Source: an optimization exercise on an open RTL-to-GDS flow (aim: small area and few clock cycles). Production flows keep margins and buffers that such runs may drop. The RTL was checked by simulation tests, not by an equivalence proof against the original design. No activity file was given, so power comes from the tool's default toggle rates.

Design ad9958_master, start of the top module:
module ad9958_master(
    input         clock,
    input         reset_n,
    output        cs,
    output        sclk,
    output [3:0]  sdio,
    output        master_reset,
    output        io_update,
    input  [31:0] ftw_ch0,
    input  [31:0] ftw_ch1,
    input  [9:0]  asf_ch0,
    input  [9:0]  asf_ch1
);
   assign cs = 1'b0;
   assign master_reset = 1'b0;
   reg        sclk_r;
   reg [3:0]  n;
   reg [1:0]  st;
   reg        ch;
   reg        amp;
   wire last     = &n;
   wire need_iou = ch | st[1];
   wire to_iou   = sclk_r & last & need_iou;
   wire restart  = (n[3:1] == 3'd0) | (last & ~need_iou);
   wire [3:0] start = (st == 2'd0) ? 4'd2 : 4'd8;
   always @(posedge clock) begin
      if (~reset_n) begin
         sclk_r <= 1'b1;
         n      <= 4'd1;
         st     <= 2'd1;
         ch     <= 1'b0;
      end else if (~sclk_r) begin
         sclk_r <= 1'b1;
      end else begin
         sclk_r <= to_iou;
         if (restart)
            n <= start;
         else if (st == 2'd0 & amp & n == 4'd7)
            n <= 4'd12;
         else
            n <= n + 4'd1;
         if (last) begin
            ch <= ~ch;
            if (st != 2'd0 & (st != 2'd1 | ch))
               st <= st + 2'd1;
            if (st == 2'd3)
               amp <= 1'b0;
            else if (ch)
               amp <= ~amp;
         end
      end
   end
   wire [3:0] data_nib;
   ad9958_buffer data_buf(
      .clock(clock), .load(to_iou), .load_amp((st == 2'd0) & ~amp),
  ...
Size: roughly 220 cells after synthesis, ~94 I/O pins.
clock: 5.0 ns
lec_check: 0
cap_margin: 20
core_margin: 2
core_utilization: 40
slew_margin: 20
standard.sh (not shown) runs the stock make flow with config.mk's settings and CLKGATE_MAP_FILE= SYNTH_SCRIPT=/design/flow/synth_recipe.tcl, a recipe that flattens the netlist after the stock synthesis.
==> flow/flow/run.sh <==
#!/bin/bash
# Standard layout with three changes: synthesis maps logic with an
# area-oriented ABC script and without the adder step (flow/synth.tcl,
# flow/area.abc), the port
# buffers are plain buf_1 cells, and clock tree
# synthesis adds no dummy loads.
set -euo pipefail
here=$(pwd)
bash standard.sh "SYNTH_SCRIPT=$here/flow/synth.tcl" \
  "ADDER_MAP_FILE=" \
  "CTS_ARGS=-sink_clustering_enable -repair_clock_nets -dont_use_dummy_load -buf_list sky130_fd_sc_hd__clkbuf_8 -sink_clustering_size 40 -sink_clustering_max_diameter 200" \
  "BUFFER_PORTS_ARGS=-buffer_cell sky130_fd_sc_hd__buf_1" \
  finish > flow_make.log 2>&1
==> flow/flow/area.abc <==
strash
dc2
dc2
dch -f
amap
==> flow/flow/synth.tcl <==
set ::area_abc_script [file join [file dirname [file normalize [info script]]] area.abc]
proc synth {args} { yosys synth -nofsm -noshare {*}$args }
proc abc {args} {
  set i [lsearch -exact $args -script]
  if { $i >= 0 } { lset args [expr { $i + 1 }] $::area_abc_script }
  puts "abc script: $::area_abc_script"
  yosys abc {*}$args
}
source $::env(SCRIPTS_DIR)/synth.tcl
# left out here: clear keep_hierarchy, flatten, clean up, hide names made inside functions, write 1_2_yosys.v
Testbench counts at the start, summed over its fixed seeds: cycles 12,162.
==> next run, changes <==
--- a/flow/flow/run.sh
+++ b/flow/flow/run.sh
@@ -9,5 +9,5 @@
 bash standard.sh "SYNTH_SCRIPT=$here/flow/synth.tcl" \
   "ADDER_MAP_FILE=" \
-  "CTS_ARGS=-sink_clustering_enable -repair_clock_nets -dont_use_dummy_load -buf_list sky130_fd_sc_hd__clkbuf_8 -sink_clustering_size 40 -sink_clustering_max_diameter 200" \
+  "CTS_ARGS=-sink_clustering_enable -repair_clock_nets -dont_use_dummy_load" \
   "BUFFER_PORTS_ARGS=-buffer_cell sky130_fd_sc_hd__buf_1" \
   finish > flow_make.log 2>&1
Settings changed: CORE_UTILIZATION 40 to 60.
=> The changed run produced a clean layout. Critical path depth goes up by 1. Design area falls by 1.1%. Sequential power is about the same. Via count is higher by about 4%. Wire length came out lower by 3.1%. Utilization is higher by 26 points. Global-route usage climbs by 8.9 points. First-iteration DRC count grows to 2.8 times its value. Maximum frequency rises by 3.0%. Clock-buffer cell count stays the same. Worst hold slack loses 0.012 ns.
==> next run, changes <==
Settings changed: CORE_UTILIZATION 60 to 40, CTS_BUF_LIST from default to sky130_fd_sc_hd__clkbuf_16.
Effect:
- The changed run finished with timing, DRC and antenna clean
- power fell slightly
- setup slack loses 0.11 ns
- design area rose slightly
- global-route usage fell by 8.9 points
- synthesized cell count stays the same
==> next run, changes <==
--- a/flow/flow/run.sh
+++ b/flow/flow/run.sh
@@ -9,5 +9,5 @@
 bash standard.sh "SYNTH_SCRIPT=$here/flow/synth.tcl" \
   "ADDER_MAP_FILE=" \
-  "CTS_ARGS=-sink_clustering_enable -repair_clock_nets -dont_use_dummy_load" \
+  "CTS_ARGS=-repair_clock_nets -dont_use_dummy_load" \
   "BUFFER_PORTS_ARGS=-buffer_cell sky130_fd_sc_hd__buf_1" \
   finish > flow_make.log 2>&1
Settings changed: CTS_BUF_LIST sky130_fd_sc_hd__clkbuf_16 to default.
=> Setup slack is unchanged; clock skew stays the same; die area is unchanged; power is unchanged; wire length does not change.
==> next run, changes <==
--- a/flow/flow/run.sh
+++ b/flow/flow/run.sh
@@ -9,5 +9,5 @@
 bash standard.sh "SYNTH_SCRIPT=$here/flow/synth.tcl" \
   "ADDER_MAP_FILE=" \
-  "CTS_ARGS=-repair_clock_nets -dont_use_dummy_load" \
+  "CTS_ARGS=-sink_clustering_enable -repair_clock_nets -dont_use_dummy_load -buf_list sky130_fd_sc_hd__clkbuf_16" \
   "BUFFER_PORTS_ARGS=-buffer_cell sky130_fd_sc_hd__buf_1" \
   finish > flow_make.log 2>&1
=>
- worst hold slack loses 0.0043 ns
- setup slack degrades by 0.071 ns
- wire length rises by 1.7%

afterwards: timing with drivers on the ports:
The flow's constraints put no driver on any port. The routed layouts listed below were extracted and timed again, unchanged, in two steps.
Step 1 sets driving cells, clkbuf_16 on the clock port and buf_2 on the other inputs (assumed; they add their load-dependent delay and slew).
Step 2 also shifts input and output timing later by t, the mid clock arrival at the registers, as if the neighbouring blocks saw the same clock.
a / b / c = ideal ports / drivers / drivers and shift; a / b = the first two.
| run | shift t [ns] | setup WS [ns] | worst hold slack (ns) | latest minus earliest clock arrival (ns) | slew at the worst register clock pin (ns) |
|---|---|---|---|---|---|
| the first run | 0.362 | 1.161 / 1.132 / 1.494 | 0.595 / 0.595 / 0.595 | 0.017 / 0.018 | 0.08 / 0.08 |
| the second run | 0.372 | 1.275 / 1.244 / 1.616 | 0.582 / 0.582 / 0.582 | 0.024 / 0.024 | 0.08 / 0.08 |
| the third run | 0.362 | 1.161 / 1.132 / 1.494 | 0.595 / 0.595 / 0.595 | 0.017 / 0.018 | 0.08 / 0.08 |
| the fourth run | 0.362 | 1.161 / 1.132 / 1.494 | 0.595 / 0.595 / 0.595 | 0.017 / 0.018 | 0.08 / 0.08 |
| the fifth run | 0.358 | 1.091 / 1.055 / 1.413 | 0.590 / 0.590 / 0.590 | 0.015 / 0.016 | 0.06 / 0.06 |
After both steps every run listed still meets setup and hold.
